Source: an optimization exercise on an open RTL-to-GDS flow (aim: small area, a short achievable clock period and few clock cycles). Production flows keep margins and buffers that such runs may drop. Function was not checked in any run shown here: the RTL went through the layout flow alone. Power is estimated from default activity; no workload was simulated.

==> design/flow/design.v <==
`timescale 1ns / 1ps
module conv_top
  #(
    parameter integer C_S00_AXIS_TDATA_WIDTH = 32
  )
  (
    input wire CLK,
    input wire RESETN,
    output wire S_AXIS_TREADY,
    input wire [C_S00_AXIS_TDATA_WIDTH-1 : 0] S_AXIS_TDATA,
    input wire [(C_S00_AXIS_TDATA_WIDTH/8)-1 : 0] S_AXIS_TKEEP,
    input wire S_AXIS_TUSER,
    input wire S_AXIS_TLAST,
    input wire S_AXIS_TVALID,
    input wire M_AXIS_TREADY,
    output wire M_AXIS_TUSER,
    output wire [C_S00_AXIS_TDATA_WIDTH-1 : 0] M_AXIS_TDATA,
    output wire [(C_S00_AXIS_TDATA_WIDTH/8)-1 : 0] M_AXIS_TKEEP,
    output wire M_AXIS_TLAST,
    output wire M_AXIS_TVALID,
    input wire [31:0] PADDR,
    input wire PSEL,
    input wire PENABLE,
    input wire PWRITE,
    input wire [31:0] PWDATA,
    output wire PSLVERR,
    output wire PREADY,
    output wire [31:0] PRDATA,
    output wire [13:0] MEM_ADDR,
    output wire [31:0] MEM_WDATA,
    output wire MEM_EN,
    output wire MEM_WE,
    input wire [31:0] MEM_RDATA
  );
  assign PREADY  = 1'b1;
  assign PSLVERR = 1'b0;
  assign M_AXIS_TUSER = 1'b0;
  assign M_AXIS_TKEEP = 4'hF;
  wire       cmd_wr;
  wire [4:0] ic, oc;
  wire       fl8;
  wire       f_done, b_done, r_done, t_done;
  wire       prdata0;
  assign PRDATA = {31'd0, prdata0};
  conv_apb u_conv_apb (
    .clk(CLK), .rstn(RESETN),
    .paddr(PADDR[15:0]), .psel(PSEL), .penable(PENABLE), .pwrite(PWRITE), .pwdata(PWDATA),
    .prdata0(prdata0),
    .f_done(f_done), .b_done(b_done), .r_done(r_done), .t_done(t_done),
    .cmd_wr(cmd_wr), .ic(ic), .oc(oc), .fl8(fl8)
  );
  conv_module u_conv_module (
    .clk(CLK), .rstn(RESETN),
    .cmd_wr(cmd_wr), .cmd(PWDATA[2:0]), .ic(ic), .oc(oc), .fl8(fl8),
    .f_done(f_done), .b_done(b_done), .r_done(r_done), .t_done(t_done),
    .s_tready(S_AXIS_TREADY), .s_tdata(S_AXIS_TDATA), .s_tlast(S_AXIS_TLAST), .s_tvalid(S_AXIS_TVALID),
    .m_tdata(M_AXIS_TDATA), .m_tlast(M_AXIS_TLAST), .m_tvalid(M_AXIS_TVALID),
    .mem_addr(MEM_ADDR), .mem_wdata(MEM_WDATA), .mem_en(MEM_EN), .mem_we(MEM_WE), .mem_rdata(MEM_RDATA)
  );
endmodule
module conv_module (
  input  wire        clk,
  input  wire        rstn,
  input  wire        cmd_wr,
  input  wire [2:0]  cmd,
  input  wire [4:0]  ic,
  input  wire [4:0]  oc,
  input  wire        fl8,
  output reg         f_done,
  output reg         b_done,
  output reg         r_done,
  output reg         t_done,
  output reg         s_tready,
  input  wire [31:0] s_tdata,
  input  wire        s_tlast,
  input  wire        s_tvalid,
  output wire [31:0] m_tdata,
  output reg         m_tlast,
  output reg         m_tvalid,
  output wire [13:0] mem_addr,
  output wire [31:0] mem_wdata,
  output reg         mem_en,
  output reg         mem_we,
  input  wire [31:0] mem_rdata
);
  localparam P_IDLE = 3'd0, P_FEAT = 3'd1, P_BIAS = 3'd2, P_WLD = 3'd3,
             P_SEND = 3'd4, P_COMP = 3'd5;
  localparam OP_NONE = 3'd0, OP_A = 3'd1, OP_W = 3'd2, OP_B = 3'd3,
             OP_BW = 3'd4, OP_SEND = 3'd5;
  reg  [2:0]  ph;
  reg  [10:0] ma;
  reg  [63:0] rs;           
  reg         wsel;
  assign mem_addr  = {3'b000, ma};
  assign mem_wdata = wsel ? rs[63:32] : rs[31:0];
  assign m_tdata   = rs[31:0];
  wire take = s_tvalid & s_tready;
  reg  [9:0]  cnt;
  reg  [31:0] sw;           
  reg  [23:0] wt;           
  reg  [7:0]  bias;         
  reg  [1:0]  nrep;         
  reg         wl_last;
  reg  [1:0]  bst;          
  reg  [23:0] trip;
  always @(*) begin
    case (nrep)
      2'd0:    trip = s_tdata[23:0];
      2'd1:    trip = {s_tdata[15:0], sw[31:24]};
      2'd2:    trip = {s_tdata[7:0], sw[31:16]};
      default: trip = sw[31:8];
    endcase
  end
  reg  [3:0]  o, i;
  reg  [2:0]  r;
  reg  [1:0]  kr, q;
  reg  [2:0]  sidx;
  reg  [9:0]  wbase;
  reg  [5:0]  wi3;          
  reg  [8:0]  rptr;
  reg         have_res, dummy;
  reg         q_end, kl_r, il_r, rl_r, r0_r, ol_r;
  wire [6:0]  ic3      = {1'b0, ic, 1'b0} + {2'b00, ic};
  wire        wr_step  = have_res & ((sidx == 3'd2) | (fl8 & (sidx == 3'd3)));
  wire [1:0]  qlast    = (fl8 | (have_res & (sidx == 3'd2))) ? 2'd3 : 2'd1;
  wire        r_last   = (r == (fl8 ? 3'd7 : 3'd3));
  wire [2:0]  y        = r + {1'b0, kr} - 3'd1;
  wire [7:0]  fa0      = fl8 ? {i, y, 1'b0} : {2'b00, i, y[1:0]};
  wire [7:0]  fa1      = {i, y, 1'b1};
  wire [9:0]  waddr    = wbase + {4'd0, wi3} + {8'd0, kr};
  wire        wch_end  = ({1'b0, wi3} == ic3 - 7'd1);
  wire        fin      = q_end & dummy & (sidx == (fl8 ? 3'd3 : 3'd2));
  reg  [2:0]  op1, op2;
  reg         last1, last2;
  reg         d1a, d2a, d3a, d4a;
  reg  [1:0]  d1q, d2q, d3q;
  reg         d1f, d2f, d3f, d4f;
  wire        wl_wr    = take | ((nrep == 2'd3) & (bst == 2'd0));
  wire [1:0]  nrep_nx  = take ? nrep + 2'd1 : 2'd0;
  wire        bst_nx   = wch_end & (o[1:0] == 2'd3);
  wire        wlast_nx = wl_last | (take & s_tlast);
  wire        wl_go    = (bst == 2'd0) &
                         (wl_wr ? (wlast_nx & (nrep_nx != 2'd3) & ~bst_nx) : wl_last);
  always @(posedge clk or negedge rstn) begin
    if (!rstn) begin
      ph <= P_IDLE;
      f_done <= 1'b0; b_done <= 1'b0; r_done <= 1'b0; t_done <= 1'b0;
      s_tready <= 1'b0;
      m_tvalid <= 1'b0;
      mem_en <= 1'b0; mem_we <= 1'b0;
      op1 <= OP_NONE; op2 <= OP_NONE;
      d1a <= 1'b0; d2a <= 1'b0; d3a <= 1'b0; d4a <= 1'b0;
    end else begin
      mem_en <= 1'b0;
      mem_we <= 1'b0;
      op1 <= OP_NONE;
      op2 <= op1;
      m_tvalid <= (op2 == OP_SEND);
      if (m_tvalid && m_tlast) t_done <= 1'b1;
      d1a <= (ph == P_COMP) & (fl8 | ~q[1]);
      d2a <= d1a; d3a <= d2a; d4a <= d3a;
      case (ph)
        P_FEAT, P_BIAS: begin
          if (take) begin
            mem_en <= 1'b1; mem_we <= 1'b1;
            if (s_tlast) begin
              s_tready <= 1'b0;
              ph <= P_IDLE;
              if (ph == P_FEAT) f_done <= 1'b1; else b_done <= 1'b1;
            end
          end
        end
        P_WLD: begin
          if (bst == 2'd1) begin
            mem_en <= 1'b1; op1 <= OP_BW;
          end else if (bst == 2'd2) begin
            if (op2 == OP_BW) s_tready <= (nrep != 2'd3) & ~wl_last;
          end else if (wl_wr) begin
            mem_en <= 1'b1; mem_we <= 1'b1;
            s_tready <= (nrep_nx != 2'd3) & ~bst_nx & ~wlast_nx;
          end
          if (wl_go) ph <= P_COMP;
        end
        P_COMP: begin
          if (q == 2'd0) begin
            mem_en <= 1'b1; op1 <= OP_A;
          end else if (q == 2'd1) begin
            mem_en <= 1'b1; op1 <= OP_W;
          end else if (q == 2'd2 && fl8) begin
            mem_en <= 1'b1; op1 <= OP_B;
          end else if (wr_step && (fl8 || q == 2'd2)) begin
            mem_en <= 1'b1; mem_we <= 1'b1;
          end
          if (fin) begin
            ph <= P_IDLE;
            r_done <= 1'b1;
          end
        end
        P_SEND: begin
          if (cnt[8:0] != rptr) begin
            mem_en <= 1'b1; op1 <= OP_SEND;
          end
        end
        default: ;
      endcase
      if (cmd_wr) begin
        case (cmd)
          3'd1: begin ph <= P_FEAT; s_tready <= 1'b1; end
          3'd2: begin ph <= P_BIAS; s_tready <= 1'b1; end
          3'd3: begin ph <= P_WLD;  s_tready <= 1'b1; end
          3'd4: begin ph <= P_SEND; end
          default: begin
            ph <= P_IDLE; s_tready <= 1'b0;
            f_done <= 1'b0; b_done <= 1'b0; r_done <= 1'b0; t_done <= 1'b0;
          end
        endcase
      end
    end
  end
  reg  [7:0] x0, x1, x2, x3;
  reg  [7:0] nx0, nx1, nx2, nx3;
  always @(*) begin
    if (d3q == 2'd0) begin
      nx0 = 8'd0;  nx1 = sw[7:0];  nx2 = sw[15:8];  nx3 = sw[23:16];
    end else begin
      nx0 = x2;    nx1 = x3;
      nx2 = d3q[0] ? sw[31:24] : sw[15:8];
      nx3 = (d3q == 2'd2) ? sw[23:16] : ((d3q == 2'd1 && fl8) ? mem_rdata[7:0] : 8'd0);
    end
    if (!d3a) begin nx0 = 8'd0; nx1 = 8'd0; nx2 = 8'd0; nx3 = 8'd0; end
  end
  wire [15:0] ra0, rb0, rc0, ra1, rb1, rc1;
  csa3 u_m0 (.x0(x0), .x1(x1), .x2(x2), .w0(wt[7:0]), .w1(wt[15:8]), .w2(wt[23:16]),
             .ra(ra0), .rb(rb0), .rc(rc0));
  csa3 u_m1 (.x0(x1), .x1(x2), .x2(x3), .w0(wt[7:0]), .w1(wt[15:8]), .w2(wt[23:16]),
             .ra(ra1), .rb(rb1), .rc(rc1));
  reg  [15:0] sa0, sb0, sc0, sa1, sb1, sc1;
  localparam [22:0] KCONST = 23'h7E8300;    
  reg  [22:0] p0a, p0b, p1a, p1b, p2a, p2b, p3a, p3b;
  wire [22:0] bias64 = {{9{bias[7]}}, bias, 6'd0};
  wire [22:0] rin_a  = fl8 ? p1a : p3a;
  wire [22:0] rin_b  = fl8 ? p1b : p3b;
  wire [22:0] new_a  = p0a + {7'd0, sa0} + {7'd0, sb0} + {7'd0, sc0} + KCONST;
  wire [22:0] new_b  = p0b + {7'd0, sa1} + {7'd0, sb1} + {7'd0, sc1} + KCONST;
  function [7:0] sat;
    input [22:0] v;
    begin
      if (v[22])              sat = 8'd0;
      else if (|v[21:13])     sat = 8'h7F;
      else                    sat = {1'b0, v[12:6]};
    end
  endfunction
  always @(posedge clk) begin
    d1q <= q; d2q <= d1q; d3q <= d2q;
    d1f <= (sidx == 3'd0); d2f <= d1f; d3f <= d2f; d4f <= d3f;
    x0 <= nx0; x1 <= nx1; x2 <= nx2; x3 <= nx3;
    last2 <= last1;
    sa0 <= ra0; sb0 <= rb0; sc0 <= rc0;
    sa1 <= ra1; sb1 <= rb1; sc1 <= rc1;
    case (op2)
      OP_A:    sw <= mem_rdata;
      OP_W:    begin wt <= mem_rdata[23:0]; bias <= mem_rdata[31:24]; end
      OP_B:    sw <= mem_rdata;
      OP_BW:   rs[63:32] <= mem_rdata;
      OP_SEND: begin
        rs[31:0] <= mem_rdata;
        m_tlast <= last2;
      end
      default: ;
    endcase
    p0a <= d4f ? bias64 : rin_a;
    p0b <= d4f ? bias64 : rin_b;
    p1a <= p2a; p1b <= p2b;
    p2a <= p3a; p2b <= p3b;
    p3a <= new_a; p3b <= new_b;
    if (d4a && d4f) rs <= {sat(rin_b), sat(rin_a), rs[63:16]};
    q_end <= (ph == P_COMP) & ~q_end & ((q + 2'd1) == qlast);
    kl_r  <= (kr == (r_last ? 2'd1 : 2'd2));
    il_r  <= ({1'b0, i} == ic - 5'd1);
    rl_r  <= r_last;
    r0_r  <= (r == 3'd0);
    ol_r  <= ({1'b0, o} == oc - 5'd1);
    case (ph)
      P_IDLE: begin
        cnt <= 10'd0;
        nrep <= 2'd0;
        wl_last <= 1'b0;
        bst <= 2'd0;
        o <= 4'd0;
        wi3 <= 6'd0;
      end
      P_FEAT, P_BIAS: begin
        if (take) begin
          ma <= (ph == P_FEAT) ? {3'b000, cnt[7:0]} : {9'b001000000, cnt[1:0]};
          wsel <= 1'b0;
          rs[31:0] <= s_tdata;
          cnt <= cnt + 10'd1;
          if (ph == P_BIAS && cnt[1:0] == 2'd0) rs[63:32] <= s_tdata;
        end
      end
      P_WLD: begin
        if (bst == 2'd1) begin
          ma <= {9'b001000000, o[3:2]};
          bst <= 2'd2;
        end else if (bst == 2'd2) begin
          if (op2 == OP_BW) bst <= 2'd0;
        end else if (wl_wr) begin
          ma <= {1'b1, cnt};
          wsel <= 1'b0;
          case (o[1:0])
            2'd0: rs[31:24] <= rs[39:32];
            2'd1: rs[31:24] <= rs[47:40];
            2'd2: rs[31:24] <= rs[55:48];
            default: rs[31:24] <= rs[63:56];
          endcase
          rs[23:0] <= trip;
          cnt <= cnt + 10'd1;
          nrep <= nrep_nx;
          if (take) sw[31:8] <= s_tdata[31:8];
          if (take && s_tlast) wl_last <= 1'b1;
          if (wch_end) begin
            wi3 <= 6'd0;
            o <= o + 4'd1;
            if (bst_nx) bst <= 2'd1;
          end else begin
            wi3 <= wi3 + 6'd1;
          end
        end
        if (wl_go) begin
          o <= 4'd0; r <= 3'd0; i <= 4'd0; kr <= 2'd1; q <= 2'd0; q_end <= 1'b0;
          sidx <= 3'd0; wbase <= 10'd0; wi3 <= 6'd0; rptr <= 9'd0;
          have_res <= 1'b0; dummy <= 1'b0;
        end
      end
      P_COMP: begin
        if (q == 2'd0) ma <= {3'b000, fa0};
        else if (q == 2'd1) ma <= {1'b1, waddr};
        else if (q == 2'd2 && fl8) ma <= {3'b000, fa1};
        else begin
          ma <= {3'b010, rptr[7:0]};
          wsel <= ~fl8 | (sidx == 3'd3);
          if (wr_step && (fl8 || q == 2'd2)) rptr <= rptr + 9'd1;
        end
        if (q_end) begin
          q <= 2'd0;
          if (dummy) begin
            if (sidx != 3'd4) sidx <= sidx + 3'd1;
          end else if (!kl_r) begin
            kr <= kr + 2'd1;
            if (sidx != 3'd4) sidx <= sidx + 3'd1;
          end else if (!il_r) begin
            i <= i + 4'd1;
            wi3 <= wi3 + 6'd3;
            kr <= r0_r ? 2'd1 : 2'd0;
            if (sidx != 3'd4) sidx <= sidx + 3'd1;
          end else begin
            i <= 4'd0;
            wi3 <= 6'd0;
            have_res <= 1'b1;
            sidx <= 3'd0;
            if (!rl_r) begin
              r <= r + 3'd1;
              kr <= 2'd0;
            end else begin
              r <= 3'd0;
              kr <= 2'd1;
              if (!ol_r) begin
                o <= o + 4'd1;
                wbase <= wbase + {3'd0, ic3};
              end else begin
                dummy <= 1'b1;
              end
            end
          end
        end else begin
          q <= q + 2'd1;
        end
      end
      P_SEND: begin
        if (cnt[8:0] != rptr) begin
          ma <= {3'b010, cnt[7:0]};
          last1 <= (cnt[8:0] == rptr - 9'd1);
          cnt <= cnt + 10'd1;
        end
      end
      default: ;
    endcase
  end
endmodule
module csa3 (
  input  wire [7:0] x0, x1, x2, w0, w1, w2,
  output wire [15:0] ra, rb, rc
);
  wire t1, t2;
  assign {t2, t1} = (x0[0] & w0[6]) + (x0[1] & w0[5]) + (x0[2] & w0[4]);
  wire t3, t4;
  assign {t4, t3} = {~(x0[0] & w0[7])} + (x0[1] & w0[6]) + (x0[2] & w0[5]);
  wire t5, t6;
  assign {t6, t5} = (x0[3] & w0[4]) + (x0[4] & w0[3]) + (x0[5] & w0[2]);
  wire t7, t8;
  assign {t8, t7} = (x0[6] & w0[1]) + {~(x0[7] & w0[0])} + {~(x1[0] & w1[7])};
  wire t9, t10;
  assign {t10, t9} = {~(x0[1] & w0[7])} + (x0[2] & w0[6]) + (x0[3] & w0[5]);
  wire t11, t12;
  assign {t12, t11} = (x0[4] & w0[4]) + (x0[5] & w0[3]) + (x0[6] & w0[2]);
  wire t13, t14;
  assign {t14, t13} = {~(x0[7] & w0[1])} + {~(x1[1] & w1[7])};
  wire t15, t16;
  assign {t16, t15} = {~(x0[2] & w0[7])} + (x0[3] & w0[6]) + (x0[4] & w0[5]);
  wire t17, t18;
  assign {t18, t17} = (x0[0] & w0[4]) + (x0[1] & w0[3]) + (x0[2] & w0[2]);
  wire t19, t20;
  assign {t20, t19} = (x0[0] & w0[5]) + (x0[1] & w0[4]) + (x0[2] & w0[3]);
  wire t21, t22;
  assign {t22, t21} = (x0[3] & w0[2]) + (x0[4] & w0[1]) + (x0[5] & w0[0]);
  wire t23, t24;
  assign {t24, t23} = (x1[0] & w1[5]) + (x1[1] & w1[4]) + (x1[2] & w1[3]);
  wire t25, t26;
  assign {t26, t25} = (x0[3] & w0[3]) + (x0[4] & w0[2]) + (x0[5] & w0[1]);
  wire t27, t28;
  assign {t28, t27} = (x0[6] & w0[0]) + (x1[0] & w1[6]) + (x1[1] & w1[5]);
  wire t29, t30;
  assign {t30, t29} = (x1[2] & w1[4]) + (x1[3] & w1[3]) + (x1[4] & w1[2]);
  wire t31, t32;
  assign {t32, t31} = (x1[5] & w1[1]) + (x1[6] & w1[0]) + (x2[0] & w2[6]);
  wire t33, t34;
  assign {t34, t33} = (x2[1] & w2[5]) + (x2[2] & w2[4]);
  wire t35, t36;
  assign {t36, t35} = (x1[1] & w1[6]) + (x1[2] & w1[5]) + (x1[3] & w1[4]);
  wire t37, t38;
  assign {t38, t37} = (x1[4] & w1[3]) + (x1[5] & w1[2]) + (x1[6] & w1[1]);
  wire t39, t40;
  assign {t40, t39} = {~(x1[7] & w1[0])} + {~(x2[0] & w2[7])} + (x2[1] & w2[6]);
  wire t41, t42;
  assign {t42, t41} = (x2[2] & w2[5]) + (x2[3] & w2[4]) + (x2[4] & w2[3]);
  wire t43, t44;
  assign {t44, t43} = (x2[5] & w2[2]) + (x2[6] & w2[1]) + {~(x2[7] & w2[0])};
  wire t45, t46;
  assign {t46, t45} = t2 + t3;
  wire t47, t48;
  assign {t48, t47} = (x1[2] & w1[6]) + (x1[3] & w1[5]) + (x1[4] & w1[4]);
  wire t49, t50;
  assign {t50, t49} = (x1[5] & w1[3]) + (x1[6] & w1[2]) + {~(x1[7] & w1[1])};
  wire t51, t52;
  assign {t52, t51} = {~(x2[1] & w2[7])} + (x2[2] & w2[6]) + (x2[3] & w2[5]);
  wire t53, t54;
  assign {t54, t53} = (x2[4] & w2[4]) + (x2[5] & w2[3]) + (x2[6] & w2[2]);
  wire t55, t56;
  assign {t56, t55} = {~(x2[7] & w2[1])} + t4 + t6;
  wire t57, t58;
  assign {t58, t57} = t8 + t9 + t11;
  wire t59, t60;
  assign {t60, t59} = (x0[5] & w0[4]) + (x0[6] & w0[3]) + {~(x0[7] & w0[2])};
  wire t61, t62;
  assign {t62, t61} = {~(x1[2] & w1[7])} + (x1[3] & w1[6]) + (x1[4] & w1[5]);
  wire t63, t64;
  assign {t64, t63} = (x1[5] & w1[4]) + (x1[6] & w1[3]) + {~(x1[7] & w1[2])};
  wire t65, t66;
  assign {t66, t65} = {~(x2[2] & w2[7])} + (x2[3] & w2[6]) + (x2[4] & w2[5]);
  wire t67, t68;
  assign {t68, t67} = (x2[5] & w2[4]) + (x2[6] & w2[3]) + {~(x2[7] & w2[2])};
  wire t69, t70;
  assign {t70, t69} = t10 + t12 + t14;
  wire t71, t72;
  assign {t72, t71} = {~(x0[3] & w0[7])} + (x0[4] & w0[6]) + (x0[5] & w0[5]);
  wire t73, t74;
  assign {t74, t73} = (x0[6] & w0[4]) + {~(x0[7] & w0[3])} + {~(x1[3] & w1[7])};
  wire t75, t76;
  assign {t76, t75} = (x1[4] & w1[6]) + (x1[5] & w1[5]) + (x1[6] & w1[4]);
  wire t77, t78;
  assign {t78, t77} = {~(x1[7] & w1[3])} + {~(x2[3] & w2[7])} + (x2[4] & w2[6]);
  wire t79, t80;
  assign {t80, t79} = (x2[5] & w2[5]) + (x2[6] & w2[4]);
  wire t81, t82;
  assign {t82, t81} = {~(x0[4] & w0[7])} + (x0[5] & w0[6]) + (x0[6] & w0[5]);
  wire t83, t84;
  assign {t84, t83} = {~(x0[7] & w0[4])} + {~(x1[4] & w1[7])} + (x1[5] & w1[6]);
  wire t85, t86;
  assign {t86, t85} = (x0[0] & w0[3]) + (x0[1] & w0[2]) + (x0[2] & w0[1]);
  wire t87, t88;
  assign {t88, t87} = (x0[3] & w0[0]) + (x1[0] & w1[3]);
  wire t89, t90;
  assign {t90, t89} = (x0[3] & w0[1]) + (x0[4] & w0[0]) + (x1[0] & w1[4]);
  wire t91, t92;
  assign {t92, t91} = (x1[1] & w1[3]) + (x1[2] & w1[2]) + (x1[3] & w1[1]);
  wire t93, t94;
  assign {t94, t93} = (x1[4] & w1[0]) + (x2[0] & w2[4]) + (x2[1] & w2[3]);
  wire t95, t96;
  assign {t96, t95} = (x1[3] & w1[2]) + (x1[4] & w1[1]) + (x1[5] & w1[0]);
  wire t97, t98;
  assign {t98, t97} = (x2[0] & w2[5]) + (x2[1] & w2[4]) + (x2[2] & w2[3]);
  wire t99, t100;
  assign {t100, t99} = (x2[3] & w2[2]) + (x2[4] & w2[1]) + (x2[5] & w2[0]);
  wire t101, t102;
  assign {t102, t101} = t18 + t19;
  wire t103, t104;
  assign {t104, t103} = (x2[3] & w2[3]) + (x2[4] & w2[2]) + (x2[5] & w2[1]);
  wire t105, t106;
  assign {t106, t105} = (x2[6] & w2[0]) + t1 + t20;
  wire t107, t108;
  assign {t108, t107} = t22 + t24 + t25;
  wire t109, t110;
  assign {t110, t109} = t27 + t29 + t31;
  wire t111, t112;
  assign {t112, t111} = t5 + t7 + t26;
  wire t113, t114;
  assign {t114, t113} = t28 + t30 + t32;
  wire t115, t116;
  assign {t116, t115} = t34 + t35 + t37;
  wire t117, t118;
  assign {t118, t117} = t39 + t41 + t43;
  wire t119, t120;
  assign {t120, t119} = t13 + t36 + t38;
  wire t121, t122;
  assign {t122, t121} = t40 + t42 + t44;
  wire t123, t124;
  assign {t124, t123} = t46 + t47 + t49;
  wire t125, t126;
  assign {t126, t125} = t51 + t53 + t55;
  wire t127, t128;
  assign {t128, t127} = t15 + t48 + t50;
  wire t129, t130;
  assign {t130, t129} = t52 + t54 + t56;
  wire t131, t132;
  assign {t132, t131} = t58 + t59 + t61;
  wire t133, t134;
  assign {t134, t133} = t63 + t65 + t67;
  wire t135, t136;
  assign {t136, t135} = {~(x2[7] & w2[3])} + t16 + t60;
  wire t137, t138;
  assign {t138, t137} = t62 + t64 + t66;
  wire t139, t140;
  assign {t140, t139} = t68 + t70 + t71;
  wire t141, t142;
  assign {t142, t141} = t73 + t75 + t77;
  wire t143, t144;
  assign {t144, t143} = (x1[6] & w1[5]) + {~(x1[7] & w1[4])} + {~(x2[4] & w2[7])};
  wire t145, t146;
  assign {t146, t145} = (x2[5] & w2[6]) + (x2[6] & w2[5]) + {~(x2[7] & w2[4])};
  wire t147, t148;
  assign {t148, t147} = t72 + t74 + t76;
  wire t149, t150;
  assign {t150, t149} = t78 + t80 + t81;
  wire t151, t152;
  assign {t152, t151} = {~(x0[5] & w0[7])} + (x0[6] & w0[6]) + {~(x0[7] & w0[5])};
  wire t153, t154;
  assign {t154, t153} = {~(x1[5] & w1[7])} + (x1[6] & w1[6]) + {~(x1[7] & w1[5])};
  wire t155, t156;
  assign {t156, t155} = {~(x2[5] & w2[7])} + (x2[6] & w2[6]) + {~(x2[7] & w2[5])};
  wire t157, t158;
  assign {t158, t157} = (x0[0] & w0[2]) + (x0[1] & w0[1]) + (x0[2] & w0[0]);
  wire t159, t160;
  assign {t160, t159} = (x1[0] & w1[2]) + (x1[1] & w1[1]);
  wire t161, t162;
  assign {t162, t161} = (x1[1] & w1[2]) + (x1[2] & w1[1]) + (x1[3] & w1[0]);
  wire t163, t164;
  assign {t164, t163} = (x2[0] & w2[3]) + (x2[1] & w2[2]) + (x2[2] & w2[1]);
  wire t165, t166;
  assign {t166, t165} = (x2[3] & w2[0]) + t85;
  wire t167, t168;
  assign {t168, t167} = (x2[2] & w2[2]) + (x2[3] & w2[1]) + (x2[4] & w2[0]);
  wire t169, t170;
  assign {t170, t169} = t17 + t86 + t88;
  wire t171, t172;
  assign {t172, t171} = t89 + t91 + t93;
  wire t173, t174;
  assign {t174, t173} = t21 + t23 + t90;
  wire t175, t176;
  assign {t176, t175} = t92 + t94 + t95;
  wire t177, t178;
  assign {t178, t177} = t97 + t99 + t101;
  wire t179, t180;
  assign {t180, t179} = t33 + t96 + t98;
  wire t181, t182;
  assign {t182, t181} = t100 + t102 + t103;
  wire t183, t184;
  assign {t184, t183} = t105 + t107 + t109;
  wire t185, t186;
  assign {t186, t185} = t45 + t104 + t106;
  wire t187, t188;
  assign {t188, t187} = t108 + t110 + t111;
  wire t189, t190;
  assign {t190, t189} = t113 + t115 + t117;
  wire t191, t192;
  assign {t192, t191} = t57 + t112 + t114;
  wire t193, t194;
  assign {t194, t193} = t116 + t118 + t119;
  wire t195, t196;
  assign {t196, t195} = t121 + t123 + t125;
  wire t197, t198;
  assign {t198, t197} = t69 + t120 + t122;
  wire t199, t200;
  assign {t200, t199} = t124 + t126 + t127;
  wire t201, t202;
  assign {t202, t201} = t129 + t131 + t133;
  wire t203, t204;
  assign {t204, t203} = t79 + t128 + t130;
  wire t205, t206;
  assign {t206, t205} = t132 + t134 + t135;
  wire t207, t208;
  assign {t208, t207} = t137 + t139 + t141;
  wire t209, t210;
  assign {t210, t209} = t83 + t136 + t138;
  wire t211, t212;
  assign {t212, t211} = t140 + t142 + t143;
  wire t213, t214;
  assign {t214, t213} = t145 + t147 + t149;
  wire t215, t216;
  assign {t216, t215} = t82 + t84 + t144;
  wire t217, t218;
  assign {t218, t217} = t146 + t148 + t150;
  wire t219, t220;
  assign {t220, t219} = t151 + t153 + t155;
  wire t221, t222;
  assign {t222, t221} = {~(x0[6] & w0[7])} + {~(x0[7] & w0[6])} + {~(x1[6] & w1[7])};
  wire t223, t224;
  assign {t224, t223} = {~(x1[7] & w1[6])} + {~(x2[6] & w2[7])} + {~(x2[7] & w2[6])};
  wire t225, t226;
  assign {t226, t225} = t152 + t154 + t156;
  wire t227, t228;
  assign {t228, t227} = (x0[0] & w0[1]) + (x0[1] & w0[0]) + (x1[0] & w1[1]);
  wire t229, t230;
  assign {t230, t229} = (x1[2] & w1[0]) + (x2[0] & w2[2]) + (x2[1] & w2[1]);
  wire t231, t232;
  assign {t232, t231} = (x2[2] & w2[0]) + t157;
  wire t233, t234;
  assign {t234, t233} = t87 + t158 + t160;
  wire t235, t236;
  assign {t236, t235} = t161 + t163 + t165;
  wire t237, t238;
  assign {t238, t237} = t162 + t164 + t166;
  wire t239, t240;
  assign {t240, t239} = t167 + t169 + t171;
  wire t241, t242;
  assign {t242, t241} = t168 + t170 + t172;
  wire t243, t244;
  assign {t244, t243} = t173 + t175 + t177;
  wire t245, t246;
  assign {t246, t245} = t174 + t176 + t178;
  wire t247, t248;
  assign {t248, t247} = t179 + t181 + t183;
  wire t249, t250;
  assign {t250, t249} = t180 + t182 + t184;
  wire t251, t252;
  assign {t252, t251} = t185 + t187 + t189;
  wire t253, t254;
  assign {t254, t253} = t186 + t188 + t190;
  wire t255, t256;
  assign {t256, t255} = t191 + t193 + t195;
  wire t257, t258;
  assign {t258, t257} = t192 + t194 + t196;
  wire t259, t260;
  assign {t260, t259} = t197 + t199 + t201;
  wire t261, t262;
  assign {t262, t261} = t198 + t200 + t202;
  wire t263, t264;
  assign {t264, t263} = t203 + t205 + t207;
  wire t265, t266;
  assign {t266, t265} = t204 + t206 + t208;
  wire t267, t268;
  assign {t268, t267} = t209 + t211 + t213;
  wire t269, t270;
  assign {t270, t269} = t210 + t212 + t214;
  wire t271, t272;
  assign {t272, t271} = t215 + t217 + t219;
  wire t273, t274;
  assign {t274, t273} = t216 + t218 + t220;
  wire t275, t276;
  assign {t276, t275} = t221 + t223 + t225;
  wire t277, t278;
  assign {t278, t277} = (x0[7] & w0[7]) + (x1[7] & w1[7]) + (x2[7] & w2[7]);
  wire t279, t280;
  assign {t280, t279} = t222 + t224 + t226;
  wire t281, t282;
  assign {t282, t281} = (x1[1] & w1[0]) + (x2[0] & w2[1]);
  wire t283, t284;
  assign {t284, t283} = t159 + t228 + t229;
  wire t285, t286;
  assign {t286, t285} = t230 + t232 + t233;
  wire t287, t288;
  assign {t288, t287} = t234 + t236 + t237;
  wire t289, t290;
  assign {t290, t289} = t238 + t240 + t241;
  wire t291, t292;
  assign {t292, t291} = t242 + t244 + t245;
  wire t293, t294;
  assign {t294, t293} = t246 + t248 + t249;
  wire t295, t296;
  assign {t296, t295} = t250 + t252 + t253;
  wire t297, t298;
  assign {t298, t297} = t254 + t256 + t257;
  wire t299, t300;
  assign {t300, t299} = t258 + t260 + t261;
  wire t301, t302;
  assign {t302, t301} = t262 + t264 + t265;
  wire t303, t304;
  assign {t304, t303} = t266 + t268 + t269;
  wire t305, t306;
  assign {t306, t305} = t270 + t272 + t273;
  wire t307, t308;
  assign {t308, t307} = t274 + t276 + t277;
  assign ra = {t278, t279, t275, t271, t267, t263, t259, t255, t251, t247, t243, t239, t235, t231, (x2[1] & w2[0]), (x0[0] & w0[0])};
  assign rb = {t280, t306, t304, t302, t300, t298, t296, t294, t292, t290, t288, t286, t284, t282, t227, (x1[0] & w1[0])};
  assign rc = {t308, t307, t305, t303, t301, t299, t297, t295, t293, t291, t289, t287, t285, t283, t281, (x2[0] & w2[0])};
endmodule
module conv_apb (
  input  wire        clk,
  input  wire        rstn,
  input  wire [15:0] paddr,
  input  wire        psel,
  input  wire        penable,
  input  wire        pwrite,
  input  wire [31:0] pwdata,
  output reg         prdata0,
  input  wire        f_done,
  input  wire        b_done,
  input  wire        r_done,
  input  wire        t_done,
  output wire        cmd_wr,      
  output reg  [4:0]  ic,
  output reg  [4:0]  oc,
  output reg         fl8
);
  wire hi0  = (paddr[15:6] == 10'd0);
  wire wr   = psel & penable & pwrite & hi0;
  assign cmd_wr = wr & (paddr[5:2] == 4'h0);
  always @(posedge clk) begin
    if (wr && paddr[5:2] == 4'h1) ic  <= pwdata[4:0];
    if (wr && paddr[5:2] == 4'h2) oc  <= pwdata[4:0];
    if (wr && paddr[5:2] == 4'h3) fl8 <= pwdata[3];
  end
  reg st;
  always @(*) begin
    case (paddr[5:2])
      4'h8: st = f_done;
      4'h9: st = b_done;
      4'hA: st = r_done;
      4'hB: st = t_done;
      default: st = 1'b0;
    endcase
  end
  always @(posedge clk or negedge rstn) begin
    if (!rstn) prdata0 <= 1'b0;
    else       prdata0 <= psel & ~penable & ~pwrite & hi0 & st;
  end
endmodule
==> design/flow/run.sh <==
#!/bin/bash
# synth_recipe.tcl (not shown) runs the flow's synth.tcl, then flattens the netlist and writes it again
# the make line also repeats each setting of config.mk as NAME=value (left out here)
make -C /OpenROAD-flow-scripts/flow DESIGN_CONFIG=/design/flow/config.mk WORK_HOME=/design/flow/orfs CLKGATE_MAP_FILE= SYNTH_SCRIPT=/design/flow/synth_recipe.tcl finish
==> design/flow/config.mk <==
export PLATFORM = sky130hd
export DESIGN_NAME = conv_top
export DESIGN_NICKNAME = conv_top
export VERILOG_FILES = /design/flow/design.v
export SDC_FILE = /design/flow/constraint.sdc
export NUM_CORES = 4
export LEC_CHECK = 0
export CAP_MARGIN = 20
export CORE_MARGIN = 2
export CORE_UTILIZATION = 40
export SETUP_SLACK_MARGIN = 5
export SLEW_MARGIN = 20
==> design/flow/constraint.sdc <==
create_clock -name core_clock -period 10.0 [get_ports {CLK}]
set_input_delay 2.0000 -clock core_clock [delete_from_list [all_inputs] [get_ports {CLK}]]
set_output_delay 2.0000 -clock core_clock [all_outputs]
set_load 0.01 [all_outputs]
==> results.txt, run 1 <==
Post-CTS Setup Bufs 0; final setup vio count 0; io pins 263; Max Cap Viol 0; period utilization 46.67%; CTS resizes 0; final setup margin 5.333 ns; Primary FF master, synth dfxtp_1; initial antenna violation count 5; multiplexer share of the synthesized area 4.483%; most numerous cell in the Yosys netlist dfxtp_1; post-route ant nets 0; Initial Utilization 40.50%; setup TNS 0 ns; GRT Overall Usage 21.78%; DR vias 25068; # hold bufs at CTS 0; Die Footprint 0.09065 sq mm; worst vdd ir 122.2 uV; number of H-tree levels 3; Simple-Gate Fraction of Synth Area 13.89%; worst-path fanout max 3; synth warn 2; RePlAce Congestion 0.8813; flops & latches, synth 564; Slew @ Worst Pin 1.157 ns; final WL 97610 um; top post-synthesis cells by area dfxtp_1 24%, fa_1 20%, edfxtp_1 11%; synthesized instance count 3472; first drt pass iteration count 8; initial DRC count 2112; largest net degree at the start of global routing 98; Syn-to-layout area delta 13.26%; fin. max-slew vios 0; # DRC 0; final hold vios 0; Post-DP HPWL 70900 um; Die Ht 301.1 um; Clk pin slew, worst setup/hold paths 0.06 ns; Synth async-reset ratio 3.901%; nets@finish 4204; routed length per instance 20.52 um; status finished clean; top cell type's share of synthesized area 23.65%; Longest Clk Path Bufs 3; post-synthesis adder-cell area fraction 26.12%; vias in the first global route 25851; Final min period 4.667 ns; Post-Synthesis Cell Area 0.03530 sq mm; share of layout cells above drive strength 1 5.812%; clock skew 0.04048 ns; Root Driver clkbuf_16; largest family of logic cells by synthesized area adder cells; Core Area 0.08716 sq mm; EDFF count, synth 125; gr ovfl total 0; Die Width 301.1 um; Rows 108; clock latency on the worst-skew pair 0.64 ns; critical path endpoint category flop; Power Density 150.8 mW/mm^2; first-pass GRT wire length 152200 um; # port buffers 170; Peak Freq 0.2143 GHz; vias per cell 5.271; XOR/XNOR share of the synthesized area 2.775%; TritonCTS Sinks 564; grt met2 use 34.33%; number of cells in the design after placement 4627; critical path class flop to flop; Yosys cell types 82; fin cells 4756; Tightest Hold Check Type flop to flop; synthesized area per cell 10.17 sq um; CTS tree yes; post-synthesis sequential area ratio 35.84%; Place WS 5.038 ns; element type at the critical path start flop; LEAKAGE 17.07 nW; Compound-Gate Fraction of Synth Area 9.881%; commonest cells in the netlist 417 x dfxtp_1, 359 x nand2_1, 357 x fa_1; unrepaired setup endpoints after global routing no; met1 Track Usage GR 30.57%; worst path arrival time 5.17 ns; grt peak-use layer met2; Max-Slew Margin vs Limit 22.88%; Critical Path RT 10.51 ns; Synth area leader dfxtp_1; cts bufs inserted 67; met3 Use GR 4.193%; final hold slack 0.3161 ns
[power breakdown]
group          switching (W)  internal [W]  leakage (nW)
registers          0.0000389       0.00244          4.95
logic               0.000526      0.000490          11.0
clock network        0.00103       0.00151          1.14
[critical path: stages (launching register included)]
cell	delay, ns
dfxtp_1	0.32
fa_1	0.56
fa_1	0.42
ha_1	0.30
ha_1	0.23
fa_1	0.50
a211o_1	0.35
a2111oi_1	0.57
nor3_1	0.21
o2111ai_1	0.24
a21boi_0	0.15
o21a_1	0.23
a221o_1	0.34
xnor2_1	0.12
[through the flow]
stage	util [%]	instance area (sq um)	total power, W
2_1_floorplan	-	35450	0.003310
3_3_place_gp	43.21	37660	0.003523
3_5_place_dp	43.21	37660	0.003529
4_1_cts	45.86	39970	0.006088
5_1_grt	45.86	39970	0.006317
6_report	45.87	39980	0.006031
[final timing paths]
path | from | to | slack [ns] | depth (start not counted)
worst max-delay path | u_conv_module.p0b[2] | u_conv_module.p3b[22] | 5.33 | 13
worst min-delay path | u_conv_module.p2b[15] | u_conv_module.p1b[15] | 0.32 | 0
worst max register to register | u_conv_module.p0b[2] | u_conv_module.p3b[22] | 5.33 | 13
worst min register to register | u_conv_module.p2b[15] | u_conv_module.p1b[15] | 0.32 | 0
max in group asynchronous | RESETN | u_conv_module.d2a | 8.29 | 1
min in group asynchronous | RESETN | u_conv_module.m_tvalid | 1.33 | 1
[layout by cell type, fill, tap and decap left out, types with 97 or more instances in the layout]
| master | synthesis | layout |
|---|---|---|
| dfxtp_1 | 417 | 417 |
| nand2_1 | 359 | 358 |
| fa_1 | 357 | 357 |
| inv_1 | 351 | 351 |
| and2_1 | 277 | 277 |
| o21ai_0 | 209 | 209 |
| clkdlybuf4s50_1 | 0 | 169 |
| ha_1 | 165 | 165 |
| a21oi_1 | 128 | 127 |
| edfxtp_1 | 125 | 125 |
| nor2_1 | 123 | 121 |
| mux2i_1 | 97 | 97 |
[final cells by class]
cell class / instances / area (sq um)
clock buffer: 98 / 1964
inverter: 355 / 1333
multi-input combinational: 2364 / 20390
antenna: 5 / 12.51
fill: 8301 / 47180
timing repair buffer: 189 / 1839
tap: 1155 / 1445
clock inverter: 26 / 346.6
sequential: 564 / 12650
[routing by layer]
layer / vias up / share of wire [%]
li1: 11520 / -
met1: 12496 / 44
met2: 873 / 46
met3: 177 / 7.4
met4: 2 / 2.6
met5: - / 0.014
[registers in the layout, summed over array words and instances (netlist names), 9 cells and up]
register and flops:
u_conv_module.sc1 16, u_conv_module.sa0 16, u_conv_module.sw 32, u_conv_module.p2a 23, u_conv_module.cnt 10, u_conv_module.p2b 23, u_conv_module.sa1 16, u_conv_module.rptr 9
u_conv_module.sc0 16, u_conv_module.wt 24, u_conv_module.wbase 10, u_conv_module.p0b 23, u_conv_module.p1a 23, u_conv_module.p3b 23, u_conv_module.p1b 23, u_conv_module.p3a 23
u_conv_module.p0a 23, u_conv_module.sb1 16, u_conv_module.sb0 16, u_conv_module.rs 64, u_conv_module.ma 11
[cells by family (layout without fill, tap and decap cells)]
family	Yosys count	in the layout
xor gates and xnor gates	111	111
muxes	149	149
AOI/OAI and AO/OA	551	551
and+or+nand+nor	989	989
other	2	46
adders and majority gates	523	523
DFF	564	564
buffers and inverters	583	668
==> run 2: changes to the inputs <==
--- a/design/flow/config.mk
+++ b/design/flow/config.mk
@@ -9,3 +9,3 @@
 export CORE_MARGIN = 2
-export CORE_UTILIZATION = 40
+export CORE_UTILIZATION = 60
 export SETUP_SLACK_MARGIN = 5
==> run 2 against run 1 <==
Effect of this change:
- wire length is 2.3% higher
- synthesized cell count stayed put
- utilization is 22 points higher
- power is 2.1% lower
- combinational power hardly changed
- setup slack worse by 0.18 ns
- register-to-register slack worse by 0.18 ns
- critical path type unchanged
- largest power group is now registers
==> results.txt, run 2 <==
GRT Overall Usage 33.25%; post-route ant nets 0; FF-to-FF Start u_conv_module.p0a[5]; CP startpoint u_conv_module.p0a[5]; synthesized area per cell 10.17 sq um; final setup vio count 0; synthesized instance count 3472; vias in the first global route 26690; top cell type's share of synthesized area 23.65%; worst-path fanout max 4; r2r endpoint u_conv_module.p3a[21]; critical path endpoint category flop; Tightest Hold Check Type flop to flop; Worst setup endpoint u_conv_module.p3a[21]; Post-Synthesis Cell Area 0.03530 sq mm; Largest regs u_conv_module.rs: 64 flops, u_conv_module.sw: 32 flops, u_conv_module.wt: 24 flops; RePlAce Congestion 0.9581; LEAKAGE 17.02 nW; Critical Path RT 10.51 ns; most numerous cell in the Yosys netlist dfxtp_1; Slowest Stage Delay on Critical Path 0.63 ns; flops & latches, synth 564; Synth area leader dfxtp_1; # DRC 0; gr ovfl total 0; # port buffers 170; max FFs per register 64; Syn-to-layout area delta 11.45%; nets@finish 4205; power share of the sequential group 42.0%; vias per cell 5.950; Compound-Gate Fraction of Synth Area 9.881%; XOR/XNOR share of the synthesized area 2.775%; cts bufs inserted 61; Max Cap Viol 0; Clk pin slew, worst setup/hold paths 0.06 ns; io pins 263; P_sw 0.001538 W; Pwr Total 0.005904 W; largest net degree at the start of global routing 98; Core Area 0.05792 sq mm; number of H-tree levels 2; Initial Utilization 60.96%; internal cell power 0.004367 W; first-pass GRT wire length 153200 um; crit path cell chain fa_1, fa_1, ha_1, ha_1, and2_1, a2111oi_1, o21ai_0, a21oi_1, o21ai_0, a311o_1, o31a_1, xor2_1; EDFF count, synth 125; final WL 99860 um; largest family of logic cells by synthesized area adder cells; Power Density 150.1 mW/mm^2; share of layout cells above drive strength 1 5.702%; Yosys cell types 82; clock latency on the worst-skew pair 0.64 ns; Post-CTS Setup Bufs 0; sw frac 26.04%; logic gate share of total power 17.7%; # hold bufs at CTS 0; Post-DP HPWL 72390 um; final hold vios 0; critical path class flop to flop; multiplexer share of the synthesized area 4.483%; design area 0.03935 sq mm; Top reg by flops u_conv_module.rs; setup TNS 0 ns; CTS tree yes; Root Driver clkbuf_16; Primary FF master, synth dfxtp_1; fill cell total of the finished layout 4532; Reg2Reg Depth 12; routed length per instance 22.89 um; initial DRC count 2528; Rows 88; CTS resizes 0; TritonCTS Sinks 564; clock share of power 40.3%; initial antenna violation count 1; worst path arrival time 5.36 ns; period utilization 48.48%; Die Ht 246.6 um; Max-Slew Margin vs Limit 19.86%; placed cell area 0.03722 sq mm; Simple-Gate Fraction of Synth Area 13.89%; Synth async-reset ratio 3.901%; Final min period 4.848 ns; Peak Freq 0.2063 GHz; Place WS 5.043 ns; final setup margin 5.152 ns; most frequent cells in the layout 416 x dfxtp_1, 358 x nand2_1, 357 x fa_1; DR vias 25955; post-synthesis sequential area ratio 35.84%; most common cell after layout, fill and taps aside dfxtp_1; Slew @ Worst Pin 1.201 ns; worst vdd ir 177.6 uV; Die Width 246.6 um; status finished clean; Die Footprint 0.06079 sq mm; R2R setup slack 5.15 ns; HP Start u_conv_module.p2b[0]; first drt pass iteration count 9; post-synthesis adder-cell area fraction 26.12%; unrepaired setup endpoints after global routing no; Critical Path Slowest Stage Cell a2111oi_1; Longest Clk Path Bufs 3; element type at the critical path start flop; clock skew 0.02690 ns; synth warn 2; top post-synthesis cells by area dfxtp_1 24%, fa_1 20%, edfxtp_1 11%; fin. max-slew vios 0; commonest cells in the netlist 417 x dfxtp_1, 359 x nand2_1, 357 x fa_1
[run 2: cell counts after synthesis]
No cell type changed its count.
[run 2: power by group through the flow]
stage / Sequential, W / Combinational [W] / Clock [W]
floorplan: 0.00251 / 0.000799 / 0
global placement: 0.00252 / 0.000987 / 0
detailed placement: 0.00253 / 0.00102 / 0
CTS: 0.00248 / 0.00103 / 0.00241
global route: 0.00249 / 0.00117 / 0.00250
finish: 0.00248 / 0.00104 / 0.00238
[run 2: stage by stage]
| stage | util (%) | hold slack [ns] | instances |
|---|---|---|---|
| 2_1_floorplan | - | 0.3096 | 3511 |
| 3_3_place_gp | 64.26 | 0.3102 | 4244 |
| 3_5_place_dp | 64.26 | 0.3121 | 4244 |
| 4_1_cts | 67.92 | 0.3236 | 4360 |
| 5_1_grt | 67.93 | 0.3278 | 4360 |
| 6_report | 67.94 | 0.3180 | 4362 |
[run 2: how the worst min path moves through the flow]
stage	endpoint	slack [ns]	cells after the start
3_5_place_dp	u_conv_module.p1a[21]	0.31	0
5_1_grt	u_conv_module.p1a[22]	0.33	0
2_1_floorplan	u_conv_module.d2f	0.31	0
3_3_place_gp	u_conv_module.p1b[20]	0.31	0
6_report	u_conv_module.p1b[0]	0.32	0
4_1_cts	u_conv_module.p1a[22]	0.32	0
[run 2: worst max-delay path: cells and delay by family (launching register included)]
family	cells	cell delay, ns
AO/OA/AOI/OAI	6	2.41
adder cells (fa/ha/maj)	4	1.67
flip-flops	1	0.32
AND/OR/NAND/NOR	1	0.19
XOR/XNOR	1	0.14
[run 2: layout make-up]
type / count / area (sq um) / share of cell area (%)
multi-input combinational: 2364 / 20380 / 51.81
clock buffer: 85 / 1729 / 4.395
sequential: 564 / 12650 / 32.16
antenna: 2 / 5.005 / 0.01272
clock inverter: 31 / 391.6 / 0.9954
timing repair buffer: 196 / 1892 / 4.808
tap: 765 / 957.2 / 2.433
inverter: 355 / 1333 / 3.387
[run 2: cells by family (layout without fill, tap and decap cells)]
family          after synthesis  count (layout)
compound gates              551             551
xor+xnor                    111             111
fa+ha+maj                   523             523
buf+inv                     583             667
flops                       564             564
mux                         149             149
other cells                   2              43
simple gates                989             989
[run 2: metal layers]
metal,vias up,global-route usage (%),wire length (um)
met3,297,6.057,8547
met5,-,0,0
met1,12864,43.47,39770
met4,0,14.39,4675
li1,11519,-,-
met2,1275,54.36,46860
==> run 3: changes to the inputs <==
==> design/flow/flow/run.sh (new file) <==
#!/bin/bash
# The standard layout, with ORFS's timing repair aiming further below the
# fixed 10 ns clock (the clock and constraints are unchanged).
set -euo pipefail
bash standard.sh SETUP_SLACK_MARGIN=6.5 finish > flow_make.log 2>&1
==> design/flow/standard.sh (new file) <==
#!/bin/bash
# synth_recipe.tcl (not shown) runs the flow's synth.tcl, then flattens the netlist and writes it again
# the make line also repeats each setting of config.mk as NAME=value (left out here)
make -C /OpenROAD-flow-scripts/flow DESIGN_CONFIG=/design/flow/config.mk WORK_HOME=/design/flow/orfs CLKGATE_MAP_FILE= SYNTH_SCRIPT=/design/flow/synth_recipe.tcl "${@:-finish}"
--- a/design/flow/config.mk
+++ b/design/flow/config.mk
@@ -9,3 +9,3 @@
 export CORE_MARGIN = 2
-export CORE_UTILIZATION = 60
+export CORE_UTILIZATION = 40
 export SETUP_SLACK_MARGIN = 5
removed: design/flow/run.sh
==> run 3 against run 2 <==
Effect of this change:
- sequential share of layout area shrank 2.0 points
- hold slack lost 0.059 ns
- sequential power about the same
- register-to-register slack better by 0.72 ns
- first-iteration DRC count is 22% lower
- clock power grew 4%
- power grew 4.9%
- setup slack better by 0.72 ns
==> results.txt, run 3 <==
Critical Path RT 10.49 ns; io pins 263; TritonCTS Sinks 564; synth warn 2; Top reg by flops u_conv_module.rs; flops & latches, synth 564; fill cell total of the finished layout 8033; clock latency on the worst-skew pair 0.68 ns; Clk pin slew, worst setup/hold paths 0.06 ns; unrepaired setup endpoints after global routing yes; final setup vio count 0; Longest Clk Path Bufs 3; nets@finish 4348; critical path endpoint category flop; element type at the critical path start flop; design area 0.04217 sq mm; CP startpoint u_conv_module.p0b[2]; vias per cell 5.311; top post-synthesis cells by area dfxtp_1 24%, fa_1 20%, edfxtp_1 11%; gr ovfl total 0; Max Cap Viol 0; Yosys cell types 82; Post-DP HPWL 71470 um; RePlAce Congestion 0.8841; setup TNS 0 ns; Max-Slew Margin vs Limit 26.50%; cts bufs inserted 61; period utilization 41.29%; largest net degree at the start of global routing 98; Tightest Hold Check Type flop to flop; worst vdd ir 143.1 uV; final hold vios 0; CTS tree yes; Synth async-reset ratio 3.901%; Die Width 301.1 um; initial antenna violation count 3; placed cell area 0.03794 sq mm; Peak Freq 0.2422 GHz; Initial Utilization 40.50%; Layout Utilization 48.39%; most frequent cells in the layout 384 x dfxtp_1, 353 x nand2_1, 329 x inv_1; top cell type's share of synthesized area 23.65%; most numerous cell in the Yosys netlist dfxtp_1; Post-Synthesis Cell Area 0.03530 sq mm; fin. max-slew vios 0; worst path arrival time 4.62 ns; max FFs per register 64; number of cells in the design after placement 4627; FF-to-FF Start u_conv_module.p0b[2]; Final min period 4.129 ns; HP Start u_conv_module.p2b[8]; Primary FF master, synth dfxtp_1; number of H-tree levels 2; post-synthesis sequential area ratio 35.84%; # DRC 0; clock skew 0.08079 ns; Die Footprint 0.09065 sq mm; synthesized area per cell 10.17 sq um; synthesized instance count 3472; Die Ht 301.1 um; fin cells 4893; R2R setup slack 5.87 ns; Syn-to-layout area delta 19.46%; # port buffers 170; EDFF count, synth 125; first-pass GRT wire length 156300 um; routed length per instance 20.86 um; LEAKAGE 18.17 nW; final hold slack 0.2587 ns; Largest regs u_conv_module.rs: 64 flops, u_conv_module.sw: 32 flops, u_conv_module.wt: 24 flops; most common cell after layout, fill and taps aside dfxtp_1; Root Driver clkbuf_16; commonest cells in the netlist 417 x dfxtp_1, 359 x nand2_1, 357 x fa_1; Synth area leader dfxtp_1; post-route ant nets 0; initial DRC count 1962; Rows 108; Power Density 146.8 mW/mm^2; first drt pass iteration count 7; final WL 102100 um; Slew @ Worst Pin 1.103 ns; DR vias 25986; share of layout cells above drive strength 1 16.29%; vias in the first global route 26533; worst-path fanout max 3; status finished clean; GRT Overall Usage 22.39%; Core Area 0.08716 sq mm; critical path class flop to flop; ant diodes 0
[run 3: cell counts after synthesis]
No cell type changed its count.
[run 3: path summary, 6_finish.rpt]
| kind | endpoint | cells after the start |
|---|---|---|
| min | u_conv_module.p1b[8] | 0 |
| min reg2reg | u_conv_module.p1b[8] | 0 |
| min in group asynchronous | u_conv_module.t_done | 1 |
| max in group asynchronous | u_conv_module.d3a | 1 |
| max reg2reg | u_conv_module.p3b[22] | 13 |
| max | u_conv_module.p3b[22] | 13 |
[run 3: through the flow]
step / worst slack [ns] / power (W)
global route: 5.717 / 0.006468
CTS: 5.873 / 0.006175
detailed placement: 5.313 / 0.003597
floorplan: 6.099 / 0.003360
finish: 5.871 / 0.006191
global placement: 5.343 / 0.003588
[run 3: power by group]
part	switching [W]	total, W	internal (W)
clock network	0.000999	0.00248	0.00148
logic	0.000618	0.00124	0.000626
registers	0.0000397	0.00247	0.00243
[run 3: per-layer routing]
layer | up-vias | global-route usage (%) | wire length (um)
met5 | - | 0 | 13
met4 | 2 | 8.446 | 3800
met3 | 221 | 4.279 | 7397
met2 | 986 | 35.91 | 46760
met1 | 12968 | 30.05 | 44100
li1 | 11809 | - | -
[run 3: repair_timing]
| action | in CTS | in global routing |
|---|---|---|
| endpoints found under the setup margin | 259 | 197 |
| setup buffers | 105 | 39 |
| gates cloned | 4 | 2 |
| resized for setup | 224 | 182 |
| hold buffers | 0 | 0 |
| pin swaps | 78 | 91 |
[run 3: kinds of logic (layout without fill, tap and decap cells)]
logic type | after synthesis | after routing | share of synthesized area, %
other | 2 | 41 | 0.02127
and+or+nand+nor | 989 | 992 | 13.89
muxes | 149 | 149 | 4.483
xor gates and xnor gates | 111 | 111 | 2.775
AOI/OAI and AO/OA | 551 | 551 | 9.881
DFF | 564 | 564 | 35.84
adders and majority gates | 523 | 523 | 26.12
buffers and inverters | 583 | 807 | 6.989
[run 3: layout make-up]
cell class                 count  area (sq um)  area share [%]
timing repair buffer         336          3044           7.218
multi-input combinational   2367         21370           50.67
clock buffer                  85          1800           4.269
inverter                     355          1333           3.160
tap                         1155          1445           3.427
clock inverter                31         455.4           1.080
sequential                   564         12730           30.18
[run 3: critical path: stages, from the launching register on]
cell       delay, ns
dfxtp_2         0.32
fa_1            0.50
fa_1            0.59
ha_4            0.21
ha_4            0.16
fa_2            0.34
a211o_1         0.36
a2111oi_4       0.43
nor3_2          0.11
o2111ai_2       0.22
a21boi_2        0.10
o21a_1          0.22
a221o_1         0.33
xnor2_1         0.13

what the ideal ports hide:
No port has a modelled driver above. Below, the same layouts with a new extraction and two added sets of constraints. Step 1 (the two cells are an assumption about what drives the block):
set clk [get_ports {CLK}]
set_driving_cell -lib_cell sky130_fd_sc_hd__clkbuf_16 $clk
set_driving_cell -lib_cell sky130_fd_sc_hd__buf_2 [delete_from_list [all_inputs] $clk]
Step 2 also shifts input and output timing later by t, the mid clock arrival at the registers, as if the neighbouring blocks saw the same clock. Slacks: no drivers / after step 1 / after step 2; pairs: no drivers / after step 1.
| run | shift t [ns] | setup WS [ns] | worst hold slack (ns) | worst setup path at the end |
|---|---|---|---|---|
| run 1 | 0.688 | 5.333 / 5.333 / 5.049 | 0.316 / 0.316 / 0.316 | input to register |
| run 2 | 0.700 | 5.152 / 5.152 / 4.949 | 0.318 / 0.318 / 0.318 | input to register |
| run 3 | 0.711 | 5.871 / 5.871 / 5.815 | 0.259 / 0.259 / 0.259 | input to register |
After both steps every run listed still meets setup and hold. For run 1, which loses most, drivers alone change the setup slack by 0.000 ns; drivers and shift together by -0.284 ns.
